Context: an optimization exercise on an open-source flow, tuned for small area, a short achievable clock period and few clock cycles per item. The choices shown serve that exercise and are no tape-out recipe.
The RTL of this run was laid out without a check of its function.
Power and IR drop assume default switching activity.

$ cat design/flow/run.sh
#!/bin/bash
# synth_recipe.tcl (not shown) runs the flow's synth.tcl, then flattens the netlist and writes it again
# the make line also repeats each setting of config.mk as NAME=value (left out here)
make -C /OpenROAD-flow-scripts/flow DESIGN_CONFIG=/design/flow/config.mk WORK_HOME=/design/flow/orfs CLKGATE_MAP_FILE= SYNTH_SCRIPT=/design/flow/synth_recipe.tcl finish
$ cat design/flow/config.mk
export PLATFORM = sky130hd
export DESIGN_NAME = multiplication_top
export DESIGN_NICKNAME = multiplication_top
export VERILOG_FILES = /design/flow/design.v
export SDC_FILE = /design/flow/constraint.sdc
export NUM_CORES = 4
export LEC_CHECK = 0
export CAP_MARGIN = 20
export CORE_MARGIN = 2
export CORE_UTILIZATION = 40
export SLEW_MARGIN = 20
$ cat design/flow/constraint.sdc
create_clock -name core_clock -period 4.0 [get_ports {clk}]
set_input_delay 0.8000 -clock core_clock [delete_from_list [all_inputs] [get_ports {clk}]]
set_output_delay 0.8000 -clock core_clock [all_outputs]
set_load 0.01 [all_outputs]
$ cat design/flow/design.v
module multiplication_top(a_in, b_in, result, clk, reset, start, ready);
    input [63:0] a_in, b_in;
    input clk, reset, start;
    output ready;
    output [128:0] result;
    reg rdy_q;
    reg [2:0] cnt_q;
    reg [4:0] sel_q;              
    reg [57:0] hi_q;               
    reg [69:0] lo_q;               
    reg [64:0] s_q, c_q;           
    reg [13:0] sr_q, cr_q;          
    reg [6:0] nr_q;               
    reg ca_q, cb_q;                
    reg [6:0] one_q, two_q, neg_q;
    wire last = !rdy_q && cnt_q == 3'd5;
    wire rdy_d = reset || (rdy_q ? !start : last);
    wire run = !reset && (rdy_q ? start : !last);
    wire [14:0] ach0 = {a_in[13:0], 1'b0};
    wire [14:0] ach;
    assign ach = ({15{sel_q[1]}} & {a_in[27], a_in[26], a_in[25], a_in[24], a_in[23], a_in[22], a_in[21], a_in[20], a_in[19], a_in[18], a_in[17], a_in[16], a_in[15], a_in[14], a_in[13]})
        | ({15{sel_q[2]}} & {a_in[41], a_in[40], a_in[39], a_in[38], a_in[37], a_in[36], a_in[35], a_in[34], a_in[33], a_in[32], a_in[31], a_in[30], a_in[29], a_in[28], a_in[27]})
        | ({15{sel_q[3]}} & {a_in[55], a_in[54], a_in[53], a_in[52], a_in[51], a_in[50], a_in[49], a_in[48], a_in[47], a_in[46], a_in[45], a_in[44], a_in[43], a_in[42], a_in[41]})
        | ({15{sel_q[4]}} & {1'b0, 1'b0, 1'b0, 1'b0, 1'b0, 1'b0, a_in[63], a_in[62], a_in[61], a_in[60], a_in[59], a_in[58], a_in[57], a_in[56], a_in[55]});
    wire [6:0] one0, two0, neg0, one_d, two_d, neg_d;
    genvar g;
    generate for (g = 0; g < 7; g = g + 1) begin : enc
        assign one0[g] = ach0[2*g+1] ^ ach0[2*g];
        assign two0[g] = (ach0[2*g+2] & ~ach0[2*g+1] & ~ach0[2*g]) | (~ach0[2*g+2] & ach0[2*g+1] & ach0[2*g]);
        assign neg0[g] = ach0[2*g+2];
        assign one_d[g] = ach[2*g+1] ^ ach[2*g];
        assign two_d[g] = (ach[2*g+2] & ~ach[2*g+1] & ~ach[2*g]) | (~ach[2*g+2] & ach[2*g+1] & ach[2*g]);
        assign neg_d[g] = ach[2*g+2];
    end endgenerate
    wire [6:0] one = rdy_q ? one0 : one_q;
    wire [6:0] two = rdy_q ? two0 : two_q;
    wire [6:0] neg = rdy_q ? neg0 : neg_q;
    wire [63:0] pp0 = ({64{one[0]}} & b_in | {64{two[0]}} & {b_in[62:0], 1'b0}) ^ {64{neg[0]}};
    wire py0 = two[0] & b_in[63];
    wire px0 = py0 ^ neg[0];
    wire npx0 = ~px0;
    wire npy0 = ~py0;
    wire pz0 = py0 & ~neg[0];
    wire [63:0] pp1 = ({64{one[1]}} & b_in | {64{two[1]}} & {b_in[62:0], 1'b0}) ^ {64{neg[1]}};
    wire py1 = two[1] & b_in[63];
    wire px1 = py1 ^ neg[1];
    wire npx1 = ~px1;
    wire npy1 = ~py1;
    wire pz1 = py1 & ~neg[1];
    wire [63:0] pp2 = ({64{one[2]}} & b_in | {64{two[2]}} & {b_in[62:0], 1'b0}) ^ {64{neg[2]}};
    wire py2 = two[2] & b_in[63];
    wire px2 = py2 ^ neg[2];
    wire npx2 = ~px2;
    wire npy2 = ~py2;
    wire pz2 = py2 & ~neg[2];
    wire [63:0] pp3 = ({64{one[3]}} & b_in | {64{two[3]}} & {b_in[62:0], 1'b0}) ^ {64{neg[3]}};
    wire py3 = two[3] & b_in[63];
    wire px3 = py3 ^ neg[3];
    wire npx3 = ~px3;
    wire npy3 = ~py3;
    wire pz3 = py3 & ~neg[3];
    wire [63:0] pp4 = ({64{one[4]}} & b_in | {64{two[4]}} & {b_in[62:0], 1'b0}) ^ {64{neg[4]}};
    wire py4 = two[4] & b_in[63];
    wire px4 = py4 ^ neg[4];
    wire npx4 = ~px4;
    wire npy4 = ~py4;
    wire pz4 = py4 & ~neg[4];
    wire [63:0] pp5 = ({64{one[5]}} & b_in | {64{two[5]}} & {b_in[62:0], 1'b0}) ^ {64{neg[5]}};
    wire py5 = two[5] & b_in[63];
    wire px5 = py5 ^ neg[5];
    wire npx5 = ~px5;
    wire npy5 = ~py5;
    wire pz5 = py5 & ~neg[5];
    wire [63:0] pp6 = ({64{one[6]}} & b_in | {64{two[6]}} & {b_in[62:0], 1'b0}) ^ {64{neg[6]}};
    wire py6 = two[6] & b_in[63];
    wire px6 = py6 ^ neg[6];
    wire npx6 = ~px6;
    wire npy6 = ~py6;
    wire pz6 = py6 & ~neg[6];
    wire fs1;
    wire fc2;
    wire hs3;
    wire hc4;
    wire fs5;
    wire fc6;
    wire fs7;
    wire fc8;
    wire hs9;
    wire hc10;
    wire fs11;
    wire fc12;
    wire fs13;
    wire fc14;
    wire fs15;
    wire fc16;
    wire fs17;
    wire fc18;
    wire hs19;
    wire hc20;
    wire fs21;
    wire fc22;
    wire fs23;
    wire fc24;
    wire fs25;
    wire fc26;
    wire fs27;
    wire fc28;
    wire fs29;
    wire fc30;
    wire fs31;
    wire fc32;
    wire fs33;
    wire fc34;
    wire fs35;
    wire fc36;
    wire fs37;
    wire fc38;
    wire fs39;
    wire fc40;
    wire fs41;
    wire fc42;
    wire fs43;
    wire fc44;
    wire fs45;
    wire fc46;
    wire fs47;
    wire fc48;
    wire fs49;
    wire fc50;
    wire fs51;
    wire fc52;
    wire fs53;
    wire fc54;
    wire fs55;
    wire fc56;
    wire fs57;
    wire fc58;
    wire fs59;
    wire fc60;
    wire fs61;
    wire fc62;
    wire fs63;
    wire fc64;
    wire fs65;
    wire fc66;
    wire fs67;
    wire fc68;
    wire fs69;
    wire fc70;
    wire fs71;
    wire fc72;
    wire fs73;
    wire fc74;
    wire fs75;
    wire fc76;
    wire fs77;
    wire fc78;
    wire fs79;
    wire fc80;
    wire fs81;
    wire fc82;
    wire fs83;
    wire fc84;
    wire fs85;
    wire fc86;
    wire fs87;
    wire fc88;
    wire fs89;
    wire fc90;
    wire fs91;
    wire fc92;
    wire fs93;
    wire fc94;
    wire fs95;
    wire fc96;
    wire fs97;
    wire fc98;
    wire fs99;
    wire fc100;
    wire fs101;
    wire fc102;
    wire fs103;
    wire fc104;
    wire fs105;
    wire fc106;
    wire fs107;
    wire fc108;
    wire fs109;
    wire fc110;
    wire fs111;
    wire fc112;
    wire fs113;
    wire fc114;
    wire fs115;
    wire fc116;
    wire fs117;
    wire fc118;
    wire fs119;
    wire fc120;
    wire fs121;
    wire fc122;
    wire fs123;
    wire fc124;
    wire fs125;
    wire fc126;
    wire fs127;
    wire fc128;
    wire fs129;
    wire fc130;
    wire fs131;
    wire fc132;
    wire fs133;
    wire fc134;
    wire fs135;
    wire fc136;
    wire fs137;
    wire fc138;
    wire fs139;
    wire fc140;
    wire fs141;
    wire fc142;
    wire fs143;
    wire fc144;
    wire fs145;
    wire fc146;
    wire fs147;
    wire fc148;
    wire fs149;
    wire fc150;
    wire fs151;
    wire fc152;
    wire fs153;
    wire fc154;
    wire fs155;
    wire fc156;
    wire fs157;
    wire fc158;
    wire fs159;
    wire fc160;
    wire fs161;
    wire fc162;
    wire fs163;
    wire fc164;
    wire fs165;
    wire fc166;
    wire fs167;
    wire fc168;
    wire fs169;
    wire fc170;
    wire fs171;
    wire fc172;
    wire fs173;
    wire fc174;
    wire fs175;
    wire fc176;
    wire fs177;
    wire fc178;
    wire fs179;
    wire fc180;
    wire fs181;
    wire fc182;
    wire fs183;
    wire fc184;
    wire fs185;
    wire fc186;
    wire fs187;
    wire fc188;
    wire fs189;
    wire fc190;
    wire fs191;
    wire fc192;
    wire fs193;
    wire fc194;
    wire fs195;
    wire fc196;
    wire fs197;
    wire fc198;
    wire fs199;
    wire fc200;
    wire fs201;
    wire fc202;
    wire fs203;
    wire fc204;
    wire fs205;
    wire fc206;
    wire fs207;
    wire fc208;
    wire fs209;
    wire fc210;
    wire fs211;
    wire fc212;
    wire fs213;
    wire fc214;
    wire fs215;
    wire fc216;
    wire fs217;
    wire fc218;
    wire fs219;
    wire fc220;
    wire fs221;
    wire fc222;
    wire fs223;
    wire fc224;
    wire fs225;
    wire fc226;
    wire fs227;
    wire fc228;
    wire fs229;
    wire fc230;
    wire fs231;
    wire fc232;
    wire fs233;
    wire fc234;
    wire fs235;
    wire fc236;
    wire fs237;
    wire fc238;
    wire fs239;
    wire fc240;
    wire fs241;
    wire fc242;
    wire fs243;
    wire fc244;
    wire fs245;
    wire fc246;
    wire fs247;
    wire fc248;
    wire fs249;
    wire fc250;
    wire fs251;
    wire fc252;
    wire fs253;
    wire fc254;
    wire fs255;
    wire fc256;
    wire fs257;
    wire fc258;
    wire fs259;
    wire fc260;
    wire fs261;
    wire fc262;
    wire fs263;
    wire fc264;
    wire fs265;
    wire fc266;
    wire fs267;
    wire fc268;
    wire fs269;
    wire fc270;
    wire fs271;
    wire fc272;
    wire fs273;
    wire fc274;
    wire fs275;
    wire fc276;
    wire fs277;
    wire fc278;
    wire fs279;
    wire fc280;
    wire fs281;
    wire fc282;
    wire fs283;
    wire fc284;
    wire fs285;
    wire fc286;
    wire fs287;
    wire fc288;
    wire fs289;
    wire fc290;
    wire fs291;
    wire fc292;
    wire fs293;
    wire fc294;
    wire fs295;
    wire fc296;
    wire fs297;
    wire fc298;
    wire fs299;
    wire fc300;
    wire fs301;
    wire fc302;
    wire fs303;
    wire fc304;
    wire fs305;
    wire fc306;
    wire fs307;
    wire fc308;
    wire fs309;
    wire fc310;
    wire fs311;
    wire fc312;
    wire fs313;
    wire fc314;
    wire fs315;
    wire fc316;
    wire fs317;
    wire fc318;
    wire fs319;
    wire fc320;
    wire fs321;
    wire fc322;
    wire fs323;
    wire fc324;
    wire fs325;
    wire fc326;
    wire fs327;
    wire fc328;
    wire fs329;
    wire fc330;
    wire fs331;
    wire fc332;
    wire fs333;
    wire fc334;
    wire fs335;
    wire fc336;
    wire fs337;
    wire fc338;
    wire hs339;
    wire hc340;
    wire fs341;
    wire fc342;
    wire hs343;
    wire hc344;
    wire hs345;
    wire hc346;
    wire fs347;
    wire fc348;
    wire fs349;
    wire fc350;
    wire hs351;
    wire hc352;
    wire fs353;
    wire fc354;
    wire fs355;
    wire fc356;
    wire fs357;
    wire fc358;
    wire fs359;
    wire fc360;
    wire fs361;
    wire fc362;
    wire fs363;
    wire fc364;
    wire fs365;
    wire fc366;
    wire fs367;
    wire fc368;
    wire fs369;
    wire fc370;
    wire fs371;
    wire fc372;
    wire fs373;
    wire fc374;
    wire fs375;
    wire fc376;
    wire fs377;
    wire fc378;
    wire fs379;
    wire fc380;
    wire fs381;
    wire fc382;
    wire fs383;
    wire fc384;
    wire fs385;
    wire fc386;
    wire fs387;
    wire fc388;
    wire fs389;
    wire fc390;
    wire fs391;
    wire fc392;
    wire fs393;
    wire fc394;
    wire fs395;
    wire fc396;
    wire fs397;
    wire fc398;
    wire fs399;
    wire fc400;
    wire fs401;
    wire fc402;
    wire fs403;
    wire fc404;
    wire fs405;
    wire fc406;
    wire fs407;
    wire fc408;
    wire fs409;
    wire fc410;
    wire fs411;
    wire fc412;
    wire fs413;
    wire fc414;
    wire fs415;
    wire fc416;
    wire fs417;
    wire fc418;
    wire fs419;
    wire fc420;
    wire fs421;
    wire fc422;
    wire fs423;
    wire fc424;
    wire fs425;
    wire fc426;
    wire fs427;
    wire fc428;
    wire fs429;
    wire fc430;
    wire fs431;
    wire fc432;
    wire fs433;
    wire fc434;
    wire fs435;
    wire fc436;
    wire fs437;
    wire fc438;
    wire fs439;
    wire fc440;
    wire fs441;
    wire fc442;
    wire fs443;
    wire fc444;
    wire fs445;
    wire fc446;
    wire fs447;
    wire fc448;
    wire fs449;
    wire fc450;
    wire fs451;
    wire fc452;
    wire fs453;
    wire fc454;
    wire fs455;
    wire fc456;
    wire fs457;
    wire fc458;
    wire fs459;
    wire fc460;
    wire fs461;
    wire fc462;
    wire fs463;
    wire fc464;
    wire fs465;
    wire fc466;
    wire fs467;
    wire fc468;
    wire fs469;
    wire fc470;
    wire fs471;
    wire fc472;
    wire fs473;
    wire fc474;
    wire fs475;
    wire fc476;
    wire fs477;
    wire fc478;
    wire fs479;
    wire fc480;
    wire fs481;
    wire fc482;
    wire fs483;
    wire fc484;
    wire fs485;
    wire fc486;
    wire fs487;
    wire fc488;
    wire fs489;
    wire fc490;
    wire fs491;
    wire fc492;
    wire fs493;
    wire fc494;
    wire fs495;
    wire fc496;
    wire fs497;
    wire fc498;
    wire fs499;
    wire fc500;
    wire fs501;
    wire fc502;
    wire fs503;
    wire fc504;
    wire fs505;
    wire fc506;
    wire fs507;
    wire fc508;
    wire fs509;
    wire fc510;
    wire fs511;
    wire fc512;
    wire fs513;
    wire fc514;
    wire fs515;
    wire fc516;
    wire fs517;
    wire fc518;
    wire fs519;
    wire fc520;
    wire fs521;
    wire fc522;
    wire fs523;
    wire fc524;
    wire fs525;
    wire fc526;
    wire fs527;
    wire fc528;
    wire fs529;
    wire fc530;
    wire fs531;
    wire fc532;
    wire fs533;
    wire fc534;
    wire fs535;
    wire fc536;
    wire fs537;
    wire fc538;
    wire fs539;
    wire fc540;
    wire fs541;
    wire fc542;
    wire fs543;
    wire fc544;
    wire fs545;
    wire fc546;
    wire fs547;
    wire fc548;
    wire fs549;
    wire fc550;
    wire fs551;
    wire fc552;
    wire fs553;
    wire fc554;
    wire fs555;
    wire fc556;
    wire fs557;
    wire fc558;
    wire fs559;
    wire fc560;
    wire fs561;
    wire fc562;
    wire fs563;
    wire fc564;
    wire fs565;
    wire fc566;
    wire fs567;
    wire fc568;
    wire fs569;
    wire fc570;
    wire fs571;
    wire fc572;
    wire fs573;
    wire fc574;
    wire fs575;
    wire fc576;
    wire fs577;
    wire fc578;
    wire fs579;
    wire fc580;
    wire fs581;
    wire fc582;
    wire fs583;
    wire fc584;
    wire fs585;
    wire fc586;
    wire fs587;
    wire fc588;
    wire fs589;
    wire fc590;
    wire fs591;
    wire fc592;
    wire fs593;
    wire fc594;
    wire fs595;
    wire fc596;
    wire fs597;
    wire fc598;
    wire fs599;
    wire fc600;
    wire fs601;
    wire fc602;
    wire fs603;
    wire fc604;
    wire fs605;
    wire fc606;
    wire hs607;
    wire hc608;
    wire fs609;
    wire fc610;
    wire hs611;
    wire hc612;
    wire hs613;
    wire hc614;
    wire fs615;
    wire fc616;
    wire fs617;
    wire fc618;
    wire fs619;
    wire fc620;
    wire fs621;
    wire fc622;
    wire fs623;
    wire fc624;
    wire fs625;
    wire fc626;
    wire fs627;
    wire fc628;
    wire fs629;
    wire fc630;
    wire fs631;
    wire fc632;
    wire fs633;
    wire fc634;
    wire fs635;
    wire fc636;
    wire fs637;
    wire fc638;
    wire fs639;
    wire fc640;
    wire fs641;
    wire fc642;
    wire fs643;
    wire fc644;
    wire fs645;
    wire fc646;
    wire fs647;
    wire fc648;
    wire fs649;
    wire fc650;
    wire fs651;
    wire fc652;
    wire fs653;
    wire fc654;
    wire fs655;
    wire fc656;
    wire fs657;
    wire fc658;
    wire fs659;
    wire fc660;
    wire fs661;
    wire fc662;
    wire fs663;
    wire fc664;
    wire fs665;
    wire fc666;
    wire fs667;
    wire fc668;
    wire fs669;
    wire fc670;
    wire fs671;
    wire fc672;
    wire fs673;
    wire fc674;
    wire fs675;
    wire fc676;
    wire fs677;
    wire fc678;
    wire fs679;
    wire fc680;
    wire fs681;
    wire fc682;
    wire fs683;
    wire fc684;
    wire fs685;
    wire fc686;
    wire fs687;
    wire fc688;
    wire fs689;
    wire fc690;
    wire fs691;
    wire fc692;
    wire fs693;
    wire fc694;
    wire fs695;
    wire fc696;
    wire fs697;
    wire fc698;
    wire fs699;
    wire fc700;
    wire fs701;
    wire fc702;
    wire fs703;
    wire fc704;
    wire fs705;
    wire fc706;
    wire fs707;
    wire fc708;
    wire fs709;
    wire fc710;
    wire fs711;
    wire fc712;
    wire fs713;
    wire fc714;
    wire fs715;
    wire fc716;
    wire fs717;
    wire fc718;
    wire fs719;
    wire fc720;
    wire fs721;
    wire fc722;
    wire fs723;
    wire fc724;
    wire fs725;
    wire fc726;
    wire fs727;
    wire fc728;
    wire fs729;
    wire fc730;
    wire fs731;
    wire fc732;
    wire fs733;
    wire fc734;
    wire fs735;
    wire fc736;
    wire fs737;
    wire fc738;
    wire fs739;
    wire fc740;
    wire fs741;
    wire fc742;
    wire fs743;
    wire fc744;
    wire fs745;
    wire fc746;
    wire fs747;
    wire fc748;
    wire fs749;
    wire fc750;
    wire fs751;
    wire fc752;
    wire fs753;
    wire fc754;
    wire fs755;
    wire fc756;
    wire fs757;
    wire fc758;
    wire hs759;
    wire hc760;
    wire hs761;
    wire hc762;
    wire fs763;
    wire fc764;
    wire fs765;
    wire fc766;
    wire fs767;
    wire fc768;
    wire fs769;
    wire fc770;
    wire fs771;
    wire fc772;
    wire fs773;
    wire fc774;
    wire fs775;
    wire fc776;
    wire fs777;
    wire fc778;
    wire fs779;
    wire fc780;
    wire fs781;
    wire fc782;
    wire fs783;
    wire fc784;
    wire fs785;
    wire fc786;
    wire fs787;
    wire fc788;
    wire fs789;
    wire fc790;
    wire fs791;
    wire fc792;
    wire fs793;
    wire fc794;
    wire fs795;
    wire fc796;
    wire fs797;
    wire fc798;
    wire fs799;
    wire fc800;
    wire fs801;
    wire fc802;
    wire fs803;
    wire fc804;
    wire fs805;
    wire fc806;
    wire fs807;
    wire fc808;
    wire fs809;
    wire fc810;
    wire fs811;
    wire fc812;
    wire fs813;
    wire fc814;
    wire fs815;
    wire fc816;
    wire fs817;
    wire fc818;
    wire fs819;
    wire fc820;
    wire fs821;
    wire fc822;
    wire fs823;
    wire fc824;
    wire fs825;
    wire fc826;
    wire fs827;
    wire fc828;
    wire fs829;
    wire fc830;
    wire fs831;
    wire fc832;
    wire fs833;
    wire fc834;
    wire fs835;
    wire fc836;
    wire fs837;
    wire fc838;
    wire fs839;
    wire fc840;
    wire fs841;
    wire fc842;
    wire fs843;
    wire fc844;
    wire fs845;
    wire fc846;
    wire fs847;
    wire fc848;
    wire fs849;
    wire fc850;
    wire fs851;
    wire fc852;
    wire fs853;
    wire fc854;
    wire fs855;
    wire fc856;
    wire fs857;
    wire fc858;
    wire fs859;
    wire fc860;
    wire fs861;
    wire fc862;
    wire fs863;
    wire fc864;
    wire fs865;
    wire fc866;
    wire fs867;
    wire fc868;
    wire fs869;
    wire fc870;
    wire fs871;
    wire fc872;
    wire fs873;
    wire fc874;
    wire fs875;
    wire fc876;
    wire fs877;
    wire fc878;
    wire fs879;
    wire fc880;
    wire fs881;
    wire fc882;
    wire fs883;
    wire fc884;
    wire fs885;
    wire fc886;
    wire fs887;
    wire fc888;
    wire fs889;
    wire fc890;
    wire fs891;
    wire fc892;
    wire fs893;
    wire fc894;
    wire fs895;
    wire fc896;
    wire fs897;
    wire fc898;
    wire fs899;
    wire fc900;
    wire fs901;
    wire fc902;
    wire fs903;
    wire fc904;
    wire fs905;
    wire fc906;
    wire fs907;
    wire fc908;
    wire fs909;
    wire fc910;
    wire hs911;
    wire hc912;
    assign {fc2, fs1} = s_q[0] + c_q[0] + pp0[0];
    assign {hc4, hs3} = s_q[8] + c_q[8];
    assign {fc6, fs5} = s_q[9] + c_q[9] + pp0[9];
    assign {fc8, fs7} = s_q[10] + c_q[10] + pp0[10];
    assign {hc10, hs9} = pp1[8] + pp2[6];
    assign {fc12, fs11} = s_q[11] + c_q[11] + pp0[11];
    assign {fc14, fs13} = pp1[9] + pp2[7] + pp3[5];
    assign {fc16, fs15} = s_q[12] + c_q[12] + pp0[12];
    assign {fc18, fs17} = pp1[10] + pp2[8] + pp3[6];
    assign {hc20, hs19} = pp4[4] + pp5[2];
    assign {fc22, fs21} = s_q[13] + c_q[13] + pp0[13];
    assign {fc24, fs23} = pp1[11] + pp2[9] + pp3[7];
    assign {fc26, fs25} = pp4[5] + pp5[3] + pp6[1];
    assign {fc28, fs27} = s_q[14] + c_q[14] + pp0[14];
    assign {fc30, fs29} = pp1[12] + pp2[10] + pp3[8];
    assign {fc32, fs31} = pp4[6] + pp5[4] + pp6[2];
    assign {fc34, fs33} = s_q[15] + c_q[15] + pp0[15];
    assign {fc36, fs35} = pp1[13] + pp2[11] + pp3[9];
    assign {fc38, fs37} = pp4[7] + pp5[5] + pp6[3];
    assign {fc40, fs39} = s_q[16] + c_q[16] + pp0[16];
    assign {fc42, fs41} = pp1[14] + pp2[12] + pp3[10];
    assign {fc44, fs43} = pp4[8] + pp5[6] + pp6[4];
    assign {fc46, fs45} = s_q[17] + c_q[17] + pp0[17];
    assign {fc48, fs47} = pp1[15] + pp2[13] + pp3[11];
    assign {fc50, fs49} = pp4[9] + pp5[7] + pp6[5];
    assign {fc52, fs51} = s_q[18] + c_q[18] + pp0[18];
    assign {fc54, fs53} = pp1[16] + pp2[14] + pp3[12];
    assign {fc56, fs55} = pp4[10] + pp5[8] + pp6[6];
    assign {fc58, fs57} = s_q[19] + c_q[19] + pp0[19];
    assign {fc60, fs59} = pp1[17] + pp2[15] + pp3[13];
    assign {fc62, fs61} = pp4[11] + pp5[9] + pp6[7];
    assign {fc64, fs63} = s_q[20] + c_q[20] + pp0[20];
    assign {fc66, fs65} = pp1[18] + pp2[16] + pp3[14];
    assign {fc68, fs67} = pp4[12] + pp5[10] + pp6[8];
    assign {fc70, fs69} = s_q[21] + c_q[21] + pp0[21];
    assign {fc72, fs71} = pp1[19] + pp2[17] + pp3[15];
    assign {fc74, fs73} = pp4[13] + pp5[11] + pp6[9];
    assign {fc76, fs75} = s_q[22] + c_q[22] + pp0[22];
    assign {fc78, fs77} = pp1[20] + pp2[18] + pp3[16];
    assign {fc80, fs79} = pp4[14] + pp5[12] + pp6[10];
    assign {fc82, fs81} = s_q[23] + c_q[23] + pp0[23];
    assign {fc84, fs83} = pp1[21] + pp2[19] + pp3[17];
    assign {fc86, fs85} = pp4[15] + pp5[13] + pp6[11];
    assign {fc88, fs87} = s_q[24] + c_q[24] + pp0[24];
    assign {fc90, fs89} = pp1[22] + pp2[20] + pp3[18];
    assign {fc92, fs91} = pp4[16] + pp5[14] + pp6[12];
    assign {fc94, fs93} = s_q[25] + c_q[25] + pp0[25];
    assign {fc96, fs95} = pp1[23] + pp2[21] + pp3[19];
    assign {fc98, fs97} = pp4[17] + pp5[15] + pp6[13];
    assign {fc100, fs99} = s_q[26] + c_q[26] + pp0[26];
    assign {fc102, fs101} = pp1[24] + pp2[22] + pp3[20];
    assign {fc104, fs103} = pp4[18] + pp5[16] + pp6[14];
    assign {fc106, fs105} = s_q[27] + c_q[27] + pp0[27];
    assign {fc108, fs107} = pp1[25] + pp2[23] + pp3[21];
    assign {fc110, fs109} = pp4[19] + pp5[17] + pp6[15];
    assign {fc112, fs111} = s_q[28] + c_q[28] + pp0[28];
    assign {fc114, fs113} = pp1[26] + pp2[24] + pp3[22];
    assign {fc116, fs115} = pp4[20] + pp5[18] + pp6[16];
    assign {fc118, fs117} = s_q[29] + c_q[29] + pp0[29];
    assign {fc120, fs119} = pp1[27] + pp2[25] + pp3[23];
    assign {fc122, fs121} = pp4[21] + pp5[19] + pp6[17];
    assign {fc124, fs123} = s_q[30] + c_q[30] + pp0[30];
    assign {fc126, fs125} = pp1[28] + pp2[26] + pp3[24];
    assign {fc128, fs127} = pp4[22] + pp5[20] + pp6[18];
    assign {fc130, fs129} = s_q[31] + c_q[31] + pp0[31];
    assign {fc132, fs131} = pp1[29] + pp2[27] + pp3[25];
    assign {fc134, fs133} = pp4[23] + pp5[21] + pp6[19];
    assign {fc136, fs135} = s_q[32] + c_q[32] + pp0[32];
    assign {fc138, fs137} = pp1[30] + pp2[28] + pp3[26];
    assign {fc140, fs139} = pp4[24] + pp5[22] + pp6[20];
    assign {fc142, fs141} = s_q[33] + c_q[33] + pp0[33];
    assign {fc144, fs143} = pp1[31] + pp2[29] + pp3[27];
    assign {fc146, fs145} = pp4[25] + pp5[23] + pp6[21];
    assign {fc148, fs147} = s_q[34] + c_q[34] + pp0[34];
    assign {fc150, fs149} = pp1[32] + pp2[30] + pp3[28];
    assign {fc152, fs151} = pp4[26] + pp5[24] + pp6[22];
    assign {fc154, fs153} = s_q[35] + c_q[35] + pp0[35];
    assign {fc156, fs155} = pp1[33] + pp2[31] + pp3[29];
    assign {fc158, fs157} = pp4[27] + pp5[25] + pp6[23];
    assign {fc160, fs159} = s_q[36] + c_q[36] + pp0[36];
    assign {fc162, fs161} = pp1[34] + pp2[32] + pp3[30];
    assign {fc164, fs163} = pp4[28] + pp5[26] + pp6[24];
    assign {fc166, fs165} = s_q[37] + c_q[37] + pp0[37];
    assign {fc168, fs167} = pp1[35] + pp2[33] + pp3[31];
    assign {fc170, fs169} = pp4[29] + pp5[27] + pp6[25];
    assign {fc172, fs171} = s_q[38] + c_q[38] + pp0[38];
    assign {fc174, fs173} = pp1[36] + pp2[34] + pp3[32];
    assign {fc176, fs175} = pp4[30] + pp5[28] + pp6[26];
    assign {fc178, fs177} = s_q[39] + c_q[39] + pp0[39];
    assign {fc180, fs179} = pp1[37] + pp2[35] + pp3[33];
    assign {fc182, fs181} = pp4[31] + pp5[29] + pp6[27];
    assign {fc184, fs183} = s_q[40] + c_q[40] + pp0[40];
    assign {fc186, fs185} = pp1[38] + pp2[36] + pp3[34];
    assign {fc188, fs187} = pp4[32] + pp5[30] + pp6[28];
    assign {fc190, fs189} = s_q[41] + c_q[41] + pp0[41];
    assign {fc192, fs191} = pp1[39] + pp2[37] + pp3[35];
    assign {fc194, fs193} = pp4[33] + pp5[31] + pp6[29];
    assign {fc196, fs195} = s_q[42] + c_q[42] + pp0[42];
    assign {fc198, fs197} = pp1[40] + pp2[38] + pp3[36];
    assign {fc200, fs199} = pp4[34] + pp5[32] + pp6[30];
    assign {fc202, fs201} = s_q[43] + c_q[43] + pp0[43];
    assign {fc204, fs203} = pp1[41] + pp2[39] + pp3[37];
    assign {fc206, fs205} = pp4[35] + pp5[33] + pp6[31];
    assign {fc208, fs207} = s_q[44] + c_q[44] + pp0[44];
    assign {fc210, fs209} = pp1[42] + pp2[40] + pp3[38];
    assign {fc212, fs211} = pp4[36] + pp5[34] + pp6[32];
    assign {fc214, fs213} = s_q[45] + c_q[45] + pp0[45];
    assign {fc216, fs215} = pp1[43] + pp2[41] + pp3[39];
    assign {fc218, fs217} = pp4[37] + pp5[35] + pp6[33];
    assign {fc220, fs219} = s_q[46] + c_q[46] + pp0[46];
    assign {fc222, fs221} = pp1[44] + pp2[42] + pp3[40];
    assign {fc224, fs223} = pp4[38] + pp5[36] + pp6[34];
    assign {fc226, fs225} = s_q[47] + c_q[47] + pp0[47];
    assign {fc228, fs227} = pp1[45] + pp2[43] + pp3[41];
    assign {fc230, fs229} = pp4[39] + pp5[37] + pp6[35];
    assign {fc232, fs231} = s_q[48] + c_q[48] + pp0[48];
    assign {fc234, fs233} = pp1[46] + pp2[44] + pp3[42];
    assign {fc236, fs235} = pp4[40] + pp5[38] + pp6[36];
    assign {fc238, fs237} = s_q[49] + c_q[49] + pp0[49];
    assign {fc240, fs239} = pp1[47] + pp2[45] + pp3[43];
    assign {fc242, fs241} = pp4[41] + pp5[39] + pp6[37];
    assign {fc244, fs243} = s_q[50] + c_q[50] + pp0[50];
    assign {fc246, fs245} = pp1[48] + pp2[46] + pp3[44];
    assign {fc248, fs247} = pp4[42] + pp5[40] + pp6[38];
    assign {fc250, fs249} = s_q[51] + c_q[51] + pp0[51];
    assign {fc252, fs251} = pp1[49] + pp2[47] + pp3[45];
    assign {fc254, fs253} = pp4[43] + pp5[41] + pp6[39];
    assign {fc256, fs255} = s_q[52] + c_q[52] + pp0[52];
    assign {fc258, fs257} = pp1[50] + pp2[48] + pp3[46];
    assign {fc260, fs259} = pp4[44] + pp5[42] + pp6[40];
    assign {fc262, fs261} = s_q[53] + c_q[53] + pp0[53];
    assign {fc264, fs263} = pp1[51] + pp2[49] + pp3[47];
    assign {fc266, fs265} = pp4[45] + pp5[43] + pp6[41];
    assign {fc268, fs267} = s_q[54] + c_q[54] + pp0[54];
    assign {fc270, fs269} = pp1[52] + pp2[50] + pp3[48];
    assign {fc272, fs271} = pp4[46] + pp5[44] + pp6[42];
    assign {fc274, fs273} = s_q[55] + c_q[55] + pp0[55];
    assign {fc276, fs275} = pp1[53] + pp2[51] + pp3[49];
    assign {fc278, fs277} = pp4[47] + pp5[45] + pp6[43];
    assign {fc280, fs279} = s_q[56] + c_q[56] + pp0[56];
    assign {fc282, fs281} = pp1[54] + pp2[52] + pp3[50];
    assign {fc284, fs283} = pp4[48] + pp5[46] + pp6[44];
    assign {fc286, fs285} = s_q[57] + c_q[57] + pp0[57];
    assign {fc288, fs287} = pp1[55] + pp2[53] + pp3[51];
    assign {fc290, fs289} = pp4[49] + pp5[47] + pp6[45];
    assign {fc292, fs291} = s_q[58] + c_q[58] + pp0[58];
    assign {fc294, fs293} = pp1[56] + pp2[54] + pp3[52];
    assign {fc296, fs295} = pp4[50] + pp5[48] + pp6[46];
    assign {fc298, fs297} = s_q[59] + c_q[59] + pp0[59];
    assign {fc300, fs299} = pp1[57] + pp2[55] + pp3[53];
    assign {fc302, fs301} = pp4[51] + pp5[49] + pp6[47];
    assign {fc304, fs303} = s_q[60] + c_q[60] + pp0[60];
    assign {fc306, fs305} = pp1[58] + pp2[56] + pp3[54];
    assign {fc308, fs307} = pp4[52] + pp5[50] + pp6[48];
    assign {fc310, fs309} = s_q[61] + c_q[61] + pp0[61];
    assign {fc312, fs311} = pp1[59] + pp2[57] + pp3[55];
    assign {fc314, fs313} = pp4[53] + pp5[51] + pp6[49];
    assign {fc316, fs315} = s_q[62] + c_q[62] + pp0[62];
    assign {fc318, fs317} = pp1[60] + pp2[58] + pp3[56];
    assign {fc320, fs319} = pp4[54] + pp5[52] + pp6[50];
    assign {fc322, fs321} = s_q[63] + c_q[63] + pp0[63];
    assign {fc324, fs323} = pp1[61] + pp2[59] + pp3[57];
    assign {fc326, fs325} = pp4[55] + pp5[53] + pp6[51];
    assign {fc328, fs327} = s_q[64] + c_q[64] + npx0;
    assign {fc330, fs329} = pp1[62] + pp2[60] + pp3[58];
    assign {fc332, fs331} = pp4[56] + pp5[54] + pp6[52];
    assign {fc334, fs333} = npy0 + pp1[63] + pp2[61];
    assign {fc336, fs335} = pp3[59] + pp4[57] + pp5[55];
    assign {fc338, fs337} = pz0 + npx1 + pp2[62];
    assign {hc340, hs339} = pp3[60] + pp4[58];
    assign {fc342, fs341} = npy1 + pp2[63] + pp3[61];
    assign {hc344, hs343} = pz1 + npx2;
    assign {hc346, hs345} = s_q[4] + c_q[4];
    assign {fc348, fs347} = s_q[5] + c_q[5] + pp0[5];
    assign {fc350, fs349} = s_q[6] + c_q[6] + pp0[6];
    assign {hc352, hs351} = pp1[4] + pp2[2];
    assign {fc354, fs353} = s_q[7] + c_q[7] + pp0[7];
    assign {fc356, fs355} = pp1[5] + pp2[3] + pp3[1];
    assign {fc358, fs357} = hs3 + pp0[8] + pp1[6];
    assign {fc360, fs359} = pp2[4] + pp3[2] + pp4[0];
    assign {fc362, fs361} = hc4 + pp1[7] + pp2[5];
    assign {fc364, fs363} = pp3[3] + pp4[1] + fs5;
    assign {fc366, fs365} = pp3[4] + pp4[2] + pp5[0];
    assign {fc368, fs367} = fc6 + fs7 + hs9;
    assign {fc370, fs369} = pp4[3] + pp5[1] + fc8;
    assign {fc372, fs371} = hc10 + fs11 + fs13;
    assign {fc374, fs373} = pp6[0] + fc12 + fc14;
    assign {fc376, fs375} = fs15 + fs17 + hs19;
    assign {fc378, fs377} = fc16 + fc18 + hc20;
    assign {fc380, fs379} = fs21 + fs23 + fs25;
    assign {fc382, fs381} = fc22 + fc24 + fc26;
    assign {fc384, fs383} = fs27 + fs29 + fs31;
    assign {fc386, fs385} = fc28 + fc30 + fc32;
    assign {fc388, fs387} = fs33 + fs35 + fs37;
    assign {fc390, fs389} = fc34 + fc36 + fc38;
    assign {fc392, fs391} = fs39 + fs41 + fs43;
    assign {fc394, fs393} = fc40 + fc42 + fc44;
    assign {fc396, fs395} = fs45 + fs47 + fs49;
    assign {fc398, fs397} = fc46 + fc48 + fc50;
    assign {fc400, fs399} = fs51 + fs53 + fs55;
    assign {fc402, fs401} = fc52 + fc54 + fc56;
    assign {fc404, fs403} = fs57 + fs59 + fs61;
    assign {fc406, fs405} = fc58 + fc60 + fc62;
    assign {fc408, fs407} = fs63 + fs65 + fs67;
    assign {fc410, fs409} = fc64 + fc66 + fc68;
    assign {fc412, fs411} = fs69 + fs71 + fs73;
    assign {fc414, fs413} = fc70 + fc72 + fc74;
    assign {fc416, fs415} = fs75 + fs77 + fs79;
    assign {fc418, fs417} = fc76 + fc78 + fc80;
    assign {fc420, fs419} = fs81 + fs83 + fs85;
    assign {fc422, fs421} = fc82 + fc84 + fc86;
    assign {fc424, fs423} = fs87 + fs89 + fs91;
    assign {fc426, fs425} = fc88 + fc90 + fc92;
    assign {fc428, fs427} = fs93 + fs95 + fs97;
    assign {fc430, fs429} = fc94 + fc96 + fc98;
    assign {fc432, fs431} = fs99 + fs101 + fs103;
    assign {fc434, fs433} = fc100 + fc102 + fc104;
    assign {fc436, fs435} = fs105 + fs107 + fs109;
    assign {fc438, fs437} = fc106 + fc108 + fc110;
    assign {fc440, fs439} = fs111 + fs113 + fs115;
    assign {fc442, fs441} = fc112 + fc114 + fc116;
    assign {fc444, fs443} = fs117 + fs119 + fs121;
    assign {fc446, fs445} = fc118 + fc120 + fc122;
    assign {fc448, fs447} = fs123 + fs125 + fs127;
    assign {fc450, fs449} = fc124 + fc126 + fc128;
    assign {fc452, fs451} = fs129 + fs131 + fs133;
    assign {fc454, fs453} = fc130 + fc132 + fc134;
    assign {fc456, fs455} = fs135 + fs137 + fs139;
    assign {fc458, fs457} = fc136 + fc138 + fc140;
    assign {fc460, fs459} = fs141 + fs143 + fs145;
    assign {fc462, fs461} = fc142 + fc144 + fc146;
    assign {fc464, fs463} = fs147 + fs149 + fs151;
    assign {fc466, fs465} = fc148 + fc150 + fc152;
    assign {fc468, fs467} = fs153 + fs155 + fs157;
    assign {fc470, fs469} = fc154 + fc156 + fc158;
    assign {fc472, fs471} = fs159 + fs161 + fs163;
    assign {fc474, fs473} = fc160 + fc162 + fc164;
    assign {fc476, fs475} = fs165 + fs167 + fs169;
    assign {fc478, fs477} = fc166 + fc168 + fc170;
    assign {fc480, fs479} = fs171 + fs173 + fs175;
    assign {fc482, fs481} = fc172 + fc174 + fc176;
    assign {fc484, fs483} = fs177 + fs179 + fs181;
    assign {fc486, fs485} = fc178 + fc180 + fc182;
    assign {fc488, fs487} = fs183 + fs185 + fs187;
    assign {fc490, fs489} = fc184 + fc186 + fc188;
    assign {fc492, fs491} = fs189 + fs191 + fs193;
    assign {fc494, fs493} = fc190 + fc192 + fc194;
    assign {fc496, fs495} = fs195 + fs197 + fs199;
    assign {fc498, fs497} = fc196 + fc198 + fc200;
    assign {fc500, fs499} = fs201 + fs203 + fs205;
    assign {fc502, fs501} = fc202 + fc204 + fc206;
    assign {fc504, fs503} = fs207 + fs209 + fs211;
    assign {fc506, fs505} = fc208 + fc210 + fc212;
    assign {fc508, fs507} = fs213 + fs215 + fs217;
    assign {fc510, fs509} = fc214 + fc216 + fc218;
    assign {fc512, fs511} = fs219 + fs221 + fs223;
    assign {fc514, fs513} = fc220 + fc222 + fc224;
    assign {fc516, fs515} = fs225 + fs227 + fs229;
    assign {fc518, fs517} = fc226 + fc228 + fc230;
    assign {fc520, fs519} = fs231 + fs233 + fs235;
    assign {fc522, fs521} = fc232 + fc234 + fc236;
    assign {fc524, fs523} = fs237 + fs239 + fs241;
    assign {fc526, fs525} = fc238 + fc240 + fc242;
    assign {fc528, fs527} = fs243 + fs245 + fs247;
    assign {fc530, fs529} = fc244 + fc246 + fc248;
    assign {fc532, fs531} = fs249 + fs251 + fs253;
    assign {fc534, fs533} = fc250 + fc252 + fc254;
    assign {fc536, fs535} = fs255 + fs257 + fs259;
    assign {fc538, fs537} = fc256 + fc258 + fc260;
    assign {fc540, fs539} = fs261 + fs263 + fs265;
    assign {fc542, fs541} = fc262 + fc264 + fc266;
    assign {fc544, fs543} = fs267 + fs269 + fs271;
    assign {fc546, fs545} = fc268 + fc270 + fc272;
    assign {fc548, fs547} = fs273 + fs275 + fs277;
    assign {fc550, fs549} = fc274 + fc276 + fc278;
    assign {fc552, fs551} = fs279 + fs281 + fs283;
    assign {fc554, fs553} = fc280 + fc282 + fc284;
    assign {fc556, fs555} = fs285 + fs287 + fs289;
    assign {fc558, fs557} = fc286 + fc288 + fc290;
    assign {fc560, fs559} = fs291 + fs293 + fs295;
    assign {fc562, fs561} = fc292 + fc294 + fc296;
    assign {fc564, fs563} = fs297 + fs299 + fs301;
    assign {fc566, fs565} = fc298 + fc300 + fc302;
    assign {fc568, fs567} = fs303 + fs305 + fs307;
    assign {fc570, fs569} = fc304 + fc306 + fc308;
    assign {fc572, fs571} = fs309 + fs311 + fs313;
    assign {fc574, fs573} = fc310 + fc312 + fc314;
    assign {fc576, fs575} = fs315 + fs317 + fs319;
    assign {fc578, fs577} = fc316 + fc318 + fc320;
    assign {fc580, fs579} = fs321 + fs323 + fs325;
    assign {fc582, fs581} = fc322 + fc324 + fc326;
    assign {fc584, fs583} = fs327 + fs329 + fs331;
    assign {fc586, fs585} = pp6[53] + fc328 + fc330;
    assign {fc588, fs587} = fc332 + fs333 + fs335;
    assign {fc590, fs589} = pp5[56] + pp6[54] + fc334;
    assign {fc592, fs591} = fc336 + fs337 + hs339;
    assign {fc594, fs593} = pp4[59] + pp5[57] + pp6[55];
    assign {fc596, fs595} = fc338 + hc340 + fs341;
    assign {fc598, fs597} = pp3[62] + pp4[60] + pp5[58];
    assign {fc600, fs599} = pp6[56] + fc342 + hs343;
    assign {fc602, fs601} = npy2 + pp3[63] + pp4[61];
    assign {fc604, fs603} = pp5[59] + pp6[57] + hc344;
    assign {fc606, fs605} = pz2 + npx3 + pp4[62];
    assign {hc608, hs607} = pp5[60] + pp6[58];
    assign {fc610, fs609} = npy3 + pp4[63] + pp5[61];
    assign {hc612, hs611} = pz3 + npx4;
    assign {hc614, hs613} = s_q[1] + c_q[1];
    assign {fc616, fs615} = s_q[2] + c_q[2] + pp0[2];
    assign {fc618, fs617} = s_q[3] + c_q[3] + pp0[3];
    assign {fc620, fs619} = hs345 + pp0[4] + pp1[2];
    assign {fc622, fs621} = hc346 + pp1[3] + pp2[1];
    assign {fc624, fs623} = pp3[0] + fc348 + fs349;
    assign {fc626, fs625} = fc350 + hc352 + fs353;
    assign {fc628, fs627} = fc354 + fc356 + fs357;
    assign {fc630, fs629} = fc358 + fc360 + fs361;
    assign {fc632, fs631} = fc362 + fs365 + fc364;
    assign {fc634, fs633} = fc366 + fc368 + fs369;
    assign {fc636, fs635} = fc370 + fc372 + fs373;
    assign {fc638, fs637} = fc374 + fc376 + fs377;
    assign {fc640, fs639} = fc378 + fc380 + fs381;
    assign {fc642, fs641} = fc382 + fc384 + fs385;
    assign {fc644, fs643} = fc386 + fc388 + fs389;
    assign {fc646, fs645} = fc390 + fc392 + fs393;
    assign {fc648, fs647} = fc394 + fc396 + fs397;
    assign {fc650, fs649} = fc398 + fc400 + fs401;
    assign {fc652, fs651} = fc402 + fc404 + fs405;
    assign {fc654, fs653} = fc406 + fc408 + fs409;
    assign {fc656, fs655} = fc410 + fc412 + fs413;
    assign {fc658, fs657} = fc414 + fc416 + fs417;
    assign {fc660, fs659} = fc418 + fc420 + fs421;
    assign {fc662, fs661} = fc422 + fc424 + fs425;
    assign {fc664, fs663} = fc426 + fc428 + fs429;
    assign {fc666, fs665} = fc430 + fc432 + fs433;
    assign {fc668, fs667} = fc434 + fc436 + fs437;
    assign {fc670, fs669} = fc438 + fc440 + fs441;
    assign {fc672, fs671} = fc442 + fc444 + fs445;
    assign {fc674, fs673} = fc446 + fc448 + fs449;
    assign {fc676, fs675} = fc450 + fc452 + fs453;
    assign {fc678, fs677} = fc454 + fc456 + fs457;
    assign {fc680, fs679} = fc458 + fc460 + fs461;
    assign {fc682, fs681} = fc462 + fc464 + fs465;
    assign {fc684, fs683} = fc466 + fc468 + fs469;
    assign {fc686, fs685} = fc470 + fc472 + fs473;
    assign {fc688, fs687} = fc474 + fc476 + fs477;
    assign {fc690, fs689} = fc478 + fc480 + fs481;
    assign {fc692, fs691} = fc482 + fc484 + fs485;
    assign {fc694, fs693} = fc486 + fc488 + fs489;
    assign {fc696, fs695} = fc490 + fc492 + fs493;
    assign {fc698, fs697} = fc494 + fc496 + fs497;
    assign {fc700, fs699} = fc498 + fc500 + fs501;
    assign {fc702, fs701} = fc502 + fc504 + fs505;
    assign {fc704, fs703} = fc506 + fc508 + fs509;
    assign {fc706, fs705} = fc510 + fc512 + fs513;
    assign {fc708, fs707} = fc514 + fc516 + fs517;
    assign {fc710, fs709} = fc518 + fc520 + fs521;
    assign {fc712, fs711} = fc522 + fc524 + fs525;
    assign {fc714, fs713} = fc526 + fc528 + fs529;
    assign {fc716, fs715} = fc530 + fc532 + fs533;
    assign {fc718, fs717} = fc534 + fc536 + fs537;
    assign {fc720, fs719} = fc538 + fc540 + fs541;
    assign {fc722, fs721} = fc542 + fc544 + fs545;
    assign {fc724, fs723} = fc546 + fc548 + fs549;
    assign {fc726, fs725} = fc550 + fc552 + fs553;
    assign {fc728, fs727} = fc554 + fc556 + fs557;
    assign {fc730, fs729} = fc558 + fc560 + fs561;
    assign {fc732, fs731} = fc562 + fc564 + fs565;
    assign {fc734, fs733} = fc566 + fc568 + fs569;
    assign {fc736, fs735} = fc570 + fc572 + fs573;
    assign {fc738, fs737} = fc574 + fc576 + fs577;
    assign {fc740, fs739} = fc578 + fc580 + fs581;
    assign {fc742, fs741} = fc582 + fc584 + fs585;
    assign {fc744, fs743} = fc586 + fc588 + fs589;
    assign {fc746, fs745} = fs593 + fc590 + fc592;
    assign {fc748, fs747} = fc594 + fs597 + fc596;
    assign {fc750, fs749} = fc598 + fs601 + fc600;
    assign {fc752, fs751} = fc602 + fs605 + hs607;
    assign {fc754, fs753} = pp6[59] + fc606 + hc608;
    assign {fc756, fs755} = pp5[62] + pp6[60] + fc610;
    assign {fc758, fs757} = npy4 + pp5[63] + pp6[61];
    assign {hc760, hs759} = pz4 + npx5;
    assign {hc762, hs761} = hs613 + pp0[1];
    assign {fc764, fs763} = hc614 + pp1[0] + fs615;
    assign {fc766, fs765} = pp1[1] + fc616 + fs617;
    assign {fc768, fs767} = pp2[0] + fc618 + fs619;
    assign {fc770, fs769} = fc620 + fs621 + fs347;
    assign {fc772, fs771} = fc622 + hs351 + fs623;
    assign {fc774, fs773} = fs355 + fc624 + fs625;
    assign {fc776, fs775} = fs359 + fc626 + fs627;
    assign {fc778, fs777} = fc628 + fs629 + fs363;
    assign {fc780, fs779} = fc630 + fs367 + fs631;
    assign {fc782, fs781} = fs371 + fc632 + fs633;
    assign {fc784, fs783} = fs375 + fc634 + fs635;
    assign {fc786, fs785} = fs379 + fc636 + fs637;
    assign {fc788, fs787} = fs383 + fc638 + fs639;
    assign {fc790, fs789} = fs387 + fc640 + fs641;
    assign {fc792, fs791} = fs391 + fc642 + fs643;
    assign {fc794, fs793} = fs395 + fc644 + fs645;
    assign {fc796, fs795} = fs399 + fc646 + fs647;
    assign {fc798, fs797} = fs403 + fc648 + fs649;
    assign {fc800, fs799} = fs407 + fc650 + fs651;
    assign {fc802, fs801} = fs411 + fc652 + fs653;
    assign {fc804, fs803} = fs415 + fc654 + fs655;
    assign {fc806, fs805} = fs419 + fc656 + fs657;
    assign {fc808, fs807} = fs423 + fc658 + fs659;
    assign {fc810, fs809} = fs427 + fc660 + fs661;
    assign {fc812, fs811} = fs431 + fc662 + fs663;
    assign {fc814, fs813} = fs435 + fc664 + fs665;
    assign {fc816, fs815} = fs439 + fc666 + fs667;
    assign {fc818, fs817} = fs443 + fc668 + fs669;
    assign {fc820, fs819} = fs447 + fc670 + fs671;
    assign {fc822, fs821} = fs451 + fc672 + fs673;
    assign {fc824, fs823} = fs455 + fc674 + fs675;
    assign {fc826, fs825} = fs459 + fc676 + fs677;
    assign {fc828, fs827} = fs463 + fc678 + fs679;
    assign {fc830, fs829} = fs467 + fc680 + fs681;
    assign {fc832, fs831} = fs471 + fc682 + fs683;
    assign {fc834, fs833} = fs475 + fc684 + fs685;
    assign {fc836, fs835} = fs479 + fc686 + fs687;
    assign {fc838, fs837} = fs483 + fc688 + fs689;
    assign {fc840, fs839} = fs487 + fc690 + fs691;
    assign {fc842, fs841} = fs491 + fc692 + fs693;
    assign {fc844, fs843} = fs495 + fc694 + fs695;
    assign {fc846, fs845} = fs499 + fc696 + fs697;
    assign {fc848, fs847} = fs503 + fc698 + fs699;
    assign {fc850, fs849} = fs507 + fc700 + fs701;
    assign {fc852, fs851} = fs511 + fc702 + fs703;
    assign {fc854, fs853} = fs515 + fc704 + fs705;
    assign {fc856, fs855} = fs519 + fc706 + fs707;
    assign {fc858, fs857} = fs523 + fc708 + fs709;
    assign {fc860, fs859} = fs527 + fc710 + fs711;
    assign {fc862, fs861} = fs531 + fc712 + fs713;
    assign {fc864, fs863} = fs535 + fc714 + fs715;
    assign {fc866, fs865} = fs539 + fc716 + fs717;
    assign {fc868, fs867} = fs543 + fc718 + fs719;
    assign {fc870, fs869} = fs547 + fc720 + fs721;
    assign {fc872, fs871} = fs551 + fc722 + fs723;
    assign {fc874, fs873} = fs555 + fc724 + fs725;
    assign {fc876, fs875} = fs559 + fc726 + fs727;
    assign {fc878, fs877} = fs563 + fc728 + fs729;
    assign {fc880, fs879} = fs567 + fc730 + fs731;
    assign {fc882, fs881} = fs571 + fc732 + fs733;
    assign {fc884, fs883} = fs575 + fc734 + fs735;
    assign {fc886, fs885} = fs579 + fc736 + fs737;
    assign {fc888, fs887} = fs583 + fc738 + fs739;
    assign {fc890, fs889} = fs587 + fc740 + fs741;
    assign {fc892, fs891} = fs591 + fc742 + fs743;
    assign {fc894, fs893} = fs595 + fc744 + fs745;
    assign {fc896, fs895} = fs599 + fc746 + fs747;
    assign {fc898, fs897} = fs603 + fc748 + fs749;
    assign {fc900, fs899} = fs751 + fc604 + fc750;
    assign {fc902, fs901} = fs609 + fc752 + fs753;
    assign {fc904, fs903} = hs611 + fc754 + fs755;
    assign {fc906, fs905} = fs757 + hc612 + fc756;
    assign {fc908, fs907} = pp6[62] + fc758 + hs759;
    assign {fc910, fs909} = npy5 + pp6[63] + hc760;
    assign {hc912, hs911} = pz5 + npx6;
    wire [78:0] ts = {pz6, hc912, fc910, fc908, fc906, fc904, fc902, fc900, fc898, fc896, fc894, fc892, fc890, fc888, fc886, fc884, fc882, fc880, fc878, fc876, fc874, fc872, fc870, fc868, fc866, fc864, fc862, fc860, fc858, fc856, fc854, fc852, fc850, fc848, fc846, fc844, fc842, fc840, fc838, fc836, fc834, fc832, fc830, fc828, fc826, fc824, fc822, fc820, fc818, fc816, fc814, fc812, fc810, fc808, fc806, fc804, fc802, fc800, fc798, fc796, fc794, fc792, fc790, fc788, fc786, fc784, fc782, fc780, fc778, fc776, fc774, fc772, fc770, fc768, fc766, fc764, hc762, hs761, fs1};
    wire [78:0] tc = {1'b0, npy6, hs911, fs909, fs907, fs905, fs903, fs901, fs899, fs897, fs895, fs893, fs891, fs889, fs887, fs885, fs883, fs881, fs879, fs877, fs875, fs873, fs871, fs869, fs867, fs865, fs863, fs861, fs859, fs857, fs855, fs853, fs851, fs849, fs847, fs845, fs843, fs841, fs839, fs837, fs835, fs833, fs831, fs829, fs827, fs825, fs823, fs821, fs819, fs817, fs815, fs813, fs811, fs809, fs807, fs805, fs803, fs801, fs799, fs797, fs795, fs793, fs791, fs789, fs787, fs785, fs783, fs781, fs779, fs777, fs775, fs773, fs771, fs769, fs767, fs765, fs763, fc2, 1'b0};
    wire [71:0] fp = {s_q[57:0], sr_q};
    wire [71:0] fq = {c_q[57:0], cr_q[13:1], ca_q};
    wire [71:0] fr = {58'd0, 1'b0, nr_q[6], 1'b0, nr_q[5], 1'b0, nr_q[4], 1'b0, nr_q[3], 1'b0, nr_q[2], 1'b0, nr_q[1], 1'b0, nr_q[0]};
    wire [71:0] fsum, fcar;
    generate for (g = 0; g < 72; g = g + 1) begin : csa
        assign {fcar[g], fsum[g]} = fp[g] + fq[g] + fr[g];
    end endgenerate
    wire [71:0] fres = fsum + {fcar[70:0], 1'b0} + {71'd0, cb_q};
    wire cb_d = fres[14] ^ fsum[14] ^ fcar[13];
    wire ca_d = fcar[13];
    always @(posedge clk) begin
        rdy_q <= rdy_d;
        cnt_q <= rdy_q ? 3'd1 : cnt_q + 3'd1;
        sel_q <= rdy_d ? 5'd2 : {sel_q[3:0], 1'b0};
        one_q <= one_d;
        two_q <= two_d;
        neg_q <= neg_d;
        s_q <= run ? ts[78:14] : {1'b1, 64'd0};
        c_q <= run ? tc[78:14] : 65'd0;
        sr_q <= ts[13:0];
        cr_q <= tc[13:0];
        nr_q <= neg;
        ca_q <= rdy_q ? 1'b0 : ca_d;
        cb_q <= rdy_q ? 1'b0 : cb_d;
        if (!rdy_q) lo_q <= {fres[13:0], lo_q[69:14]};
        if (last) hi_q <= fres[71:14];
    end
    assign ready = rdy_q;
    assign result = {1'b0, hi_q, lo_q};
endmodule
==> results.txt <==
[worst max-delay path, delay by kind of cell (launching register included)]
family,cells,cell delay [ps]
adders and majority gates,4,1950
buffers and inverters,4,740
AOI/OAI and AO/OA,2,460
DFF,1,380
xor gates and xnor gates,1,210
and+or+nand+nor,1,60
[through the flow]
stage / power [mW] / instances
final: 33.37 / 4632
after global routing: 36.66 / 4632
after CTS: 33.13 / 4606
after detailed placement: 28.85 / 4514
after global placement: 28.40 / 4514
after floorplan: 21.12 / 3085
[what timing repair did]
item | in CTS | in global routing
setup endpoints to repair | 91 | 106
pin swaps | 48 | 83
setup buffers | 11 | 20
resized for setup | 40 | 65
gates cloned | 5 | 8
[synth_stat cells, types with 4 or more instances]
master / number
inv_1: 213
a22oi_1: 459
and2_1: 22
a21o_1: 41
nand3_1: 13
or2_2: 5
fa_1: 449
dfxtp_1: 194
nor2b_1: 11
edfxtp_1: 128
o22ai_1: 4
or3_1: 7
o21ai_0: 46
ha_1: 157
nand4_1: 17
a211oi_1: 9
mux2i_1: 8
nor3_1: 8
nand2b_1: 6
o211ai_1: 4
a222oi_1: 4
o21a_1: 6
xnor2_1: 493
clkbuf_1: 210
o31ai_1: 4
a21oi_1: 99
and3_1: 13
o211a_1: 4
nor2_1: 198
buf_1: 34
nand2_1: 95
xor2_1: 38
o21bai_1: 12
a31oi_1: 12
[per-layer routing]
| layer | vias up | part of all wire | global-route usage |
|---|---|---|---|
| met4 | 4 | 0.047 | 0.09676 |
| met2 | 1355 | 0.46 | 0.4273 |
| met3 | 267 | 0.092 | 0.04637 |
| met5 | - | 0.00024 | 0 |
| met1 | 12879 | 0.40 | 0.3491 |
| li1 | 11502 | - | - |
[flip-flops by register name (all words and copies together) (netlist names)]
| signal | count |
|---|---|
| s_q | 65 |
| cr_q | 13 |
| sr_q | 14 |
| sel_q | 4 |
| cnt_q | 3 |
| lo_q | 70 |
| two_q | 7 |
| hi_q | 58 |
| neg_q | 7 |
| cb_q | 1 |
| one_q | 7 |
| rdy_q | 1 |
| ca_q | 1 |
| nr_q | 7 |
| c_q | 64 |
[how the worst max path moves through the flow]
stage | slack, ps | depth (start not counted) | end
global route | -60 | 12 | c_q[5]
floorplan | -210 | 10 | c_q[10]
global placement | -760 | 12 | c_q[7]
finish | 40 | 12 | c_q[5]
detailed placement | -770 | 12 | c_q[37]
CTS | 20 | 14 | c_q[3]
[power groups by stage]
stage	clock (mW)	sequential, mW	combinational, mW
after floorplan	0	5.07	16.1
after global placement	0	5.30	23.1
after detailed placement	0	5.32	23.5
after CTS	4.05	5.26	23.8
after global routing	4.18	5.32	27.1
final	3.96	5.26	24.2
[area by class of cell]
type	count	area, sq um	share of cell area
clock buffer	55	1140	0.02686
clock inverter	21	296.5	0.006987
inverter	217	825.8	0.01946
multi-input combinational	2299	23590	0.5559
sequential	322	7731	0.1822
tap	1060	1326	0.03125
timing repair buffer	658	7526	0.1773
[kinds of logic (layout without fill, tap and decap cells)]
| group | count (synthesis) | count (layout) | share of synthesized area |
|---|---|---|---|
| AOI/OAI and AO/OA | 748 | 748 | 0.1667 |
| xor gates and xnor gates | 531 | 531 | 0.1437 |
| adders and majority gates | 606 | 606 | 0.3384 |
| buffers and inverters | 464 | 951 | 0.05401 |
| DFF | 322 | 322 | 0.2388 |
| muxes | 9 | 9 | 0.002822 |
| other | 1 | 1 | 0.0001159 |
| and+or+nand+nor | 404 | 404 | 0.05555 |
==> results_dict.tcl <==
set metrics [dict create \
    rsz0062_at_grt "true" \
    r2r_end "c_q[5]" \
    routabilityCongestion 0.9101 \
    hold_buffers 0 \
    post_route_cells_drive_above_1_share 0.1755 \
    synth_flop_cell "dfxtp_1" \
    slew_violations 0 \
    grt_usage 0.2620 \
    synth_enable_flop_cells 128 \
    r2r_start "rdy_q" \
    p_int_mw 18.33 \
    worst_slew_pin_slew_ps 901.0 \
    syn2layout_area_growth_pct 31.12 \
    cp_slowest_cell "fa_1" \
    dpl.hpwl_mm 86.01 \
    synth_seq_cells 322 \
    layout_commonest_cell "xnor2_1" \
    cts_tree "built" \
    path_cells "buf_4, clkinvlp_4, o2bb2ai_4, buf_12, buf_12, a22oi_1, xnor2_1, fa_1, fa_1, fa_1, fa_1, nor2_1" \
    skew_ps 22.31 \
    hold_slack_ps 419.9 \
    worst_slack_ps 37.85 \
    async_flop_share 0 \
    cts-htree-levels 2 \
    clock_path_buffers 3 \
    final_cell_area_sq_mm 0.04244 \
    cap_violations 0 \
    drt_wl_total_mm 111.5 \
    start_util 0.4031 \
    num-nets-final 4276 \
    tns_ps 0 \
    antenna_found_initial 3 \
    setup_viol 0 \
    place_ws_ps -774.6 \
    ys_warn_count 1 \
    postRouteAntennaNets 0 \
    seq_power_share 0.158 \
    ys_top_cells_by_area "fa_1 28%, xnor2_1 13%, dfxtp_1 12%, edfxtp_1 12%, a22oi_1 11%" \
    final_cell_mix "483 x xnor2_1, 443 x a22oi_1, 389 x fa_1" \
    vias 26007 \
    num_rows 104 \
    dpl_cell_area_sq_mm 0.04000 \
    clk_pin_slew_ps 60 \
    root_buffer "clkbuf_16" \
    min-delay-start "cnt_q[0]" \
    fin_util 0.5286 \
    ff2ff_path_depth 12 \
    r2r_setup_slack_ps 40 \
    antenna_cells 0 \
    finalHoldViolCount 0 \
    dr.pass1.iters 6 \
    worstPathRequired_ps 4450 \
    cp-start-kind "flip-flop" \
    timing_worst_setup_path_type "reg2reg" \
    ys_seq_area_frac 0.2388 \
    netlist_area_sq_mm 0.03237 \
    clk_latency_ps 580 \
    clock_power_share 0.119 \
    max_stage_delay_ps 530 \
    final.fill_count 7058 \
    grt_remaining_overflow 0 \
    min_period_ps 3962 \
    p_leak_nw 17.01 \
    routedWlPerCell_um 24.07 \
    synth_top_cell_by_area "fa_1" \
    cts_sinks 322 \
    yosysUniqueCellTypes 75 \
    drt_drc_violations_left 0 \
    cts_made_buffers 41 \
    drtIter0Drc 2847 \
    post-route-period-util 0.9905 \
    synth_top_area_frac 0.2777 \
    ir_drop_mv 0.4366 \
    portBuffers 259 \
    combPwrFrac 0.724 \
    worstHoldPathCells 1 \
    die_w_um 288.5 \
    p_switching_mw 15.04 \
    swShare 0.4506 \
    vias_per_cell 5.615 \
    core_sq_mm 0.08029 \
    endpoint_kind "flip-flop" \
    timing.fmax_ghz 0.2524 \
    grt_pass1_wl_mm 164.5 \
    crit_fanout 16 \
    die_h_um 288.5 \
    first_global_vias 26367 \
    io_pins 261 \
    hold_path_class "reg2reg" \
    status "timing/DRC/antenna clean" \
    syn_area_per_cell_sq_um 10.49 \
    p_per_area_mw_per_mm2 786.4 \
    relSlewSlack 0.3994 \
    min_to "cnt_q[0]" \
    die-area_sq_mm 0.08321 \
    startpoint "rdy_q" \
    synthCells 3085 \
    synth_fp_nets 3822 \
    worstPathArrival_ps 4410 \
    cp_common_cell "fa_1" \
    grt_max_degree 73 \
]

## port drivers added, routing unchanged
Ports are ideal in the flow. The routed layout listed here was re-timed in OpenROAD.
Step 1 assumes that a clkbuf_16 drives the clock port and a buf_2 every other input.
Step 2, shift: input delay + t, output delay - t, t = (earliest + latest rising clock arrival at the registers) / 2. This alone moves slack from input paths to output paths.
Slacks: ideal / step 1 / step 2; pairs: ideal / step 1.
shift t [ns]: 0.641
setup slack, ns: 0.038 / 0.038 / -0.506
worst hold slack (ns): 0.420 / 0.420 / 0.420
worst data-port slew with drivers (ns): 0.11
pins driven straight from the clock port: 1
Met with ideal ports but missed after step 2: setup timing in this run. For this run, drivers alone change the setup slack by 0.000 ns; drivers and shift together by -0.544 ns.
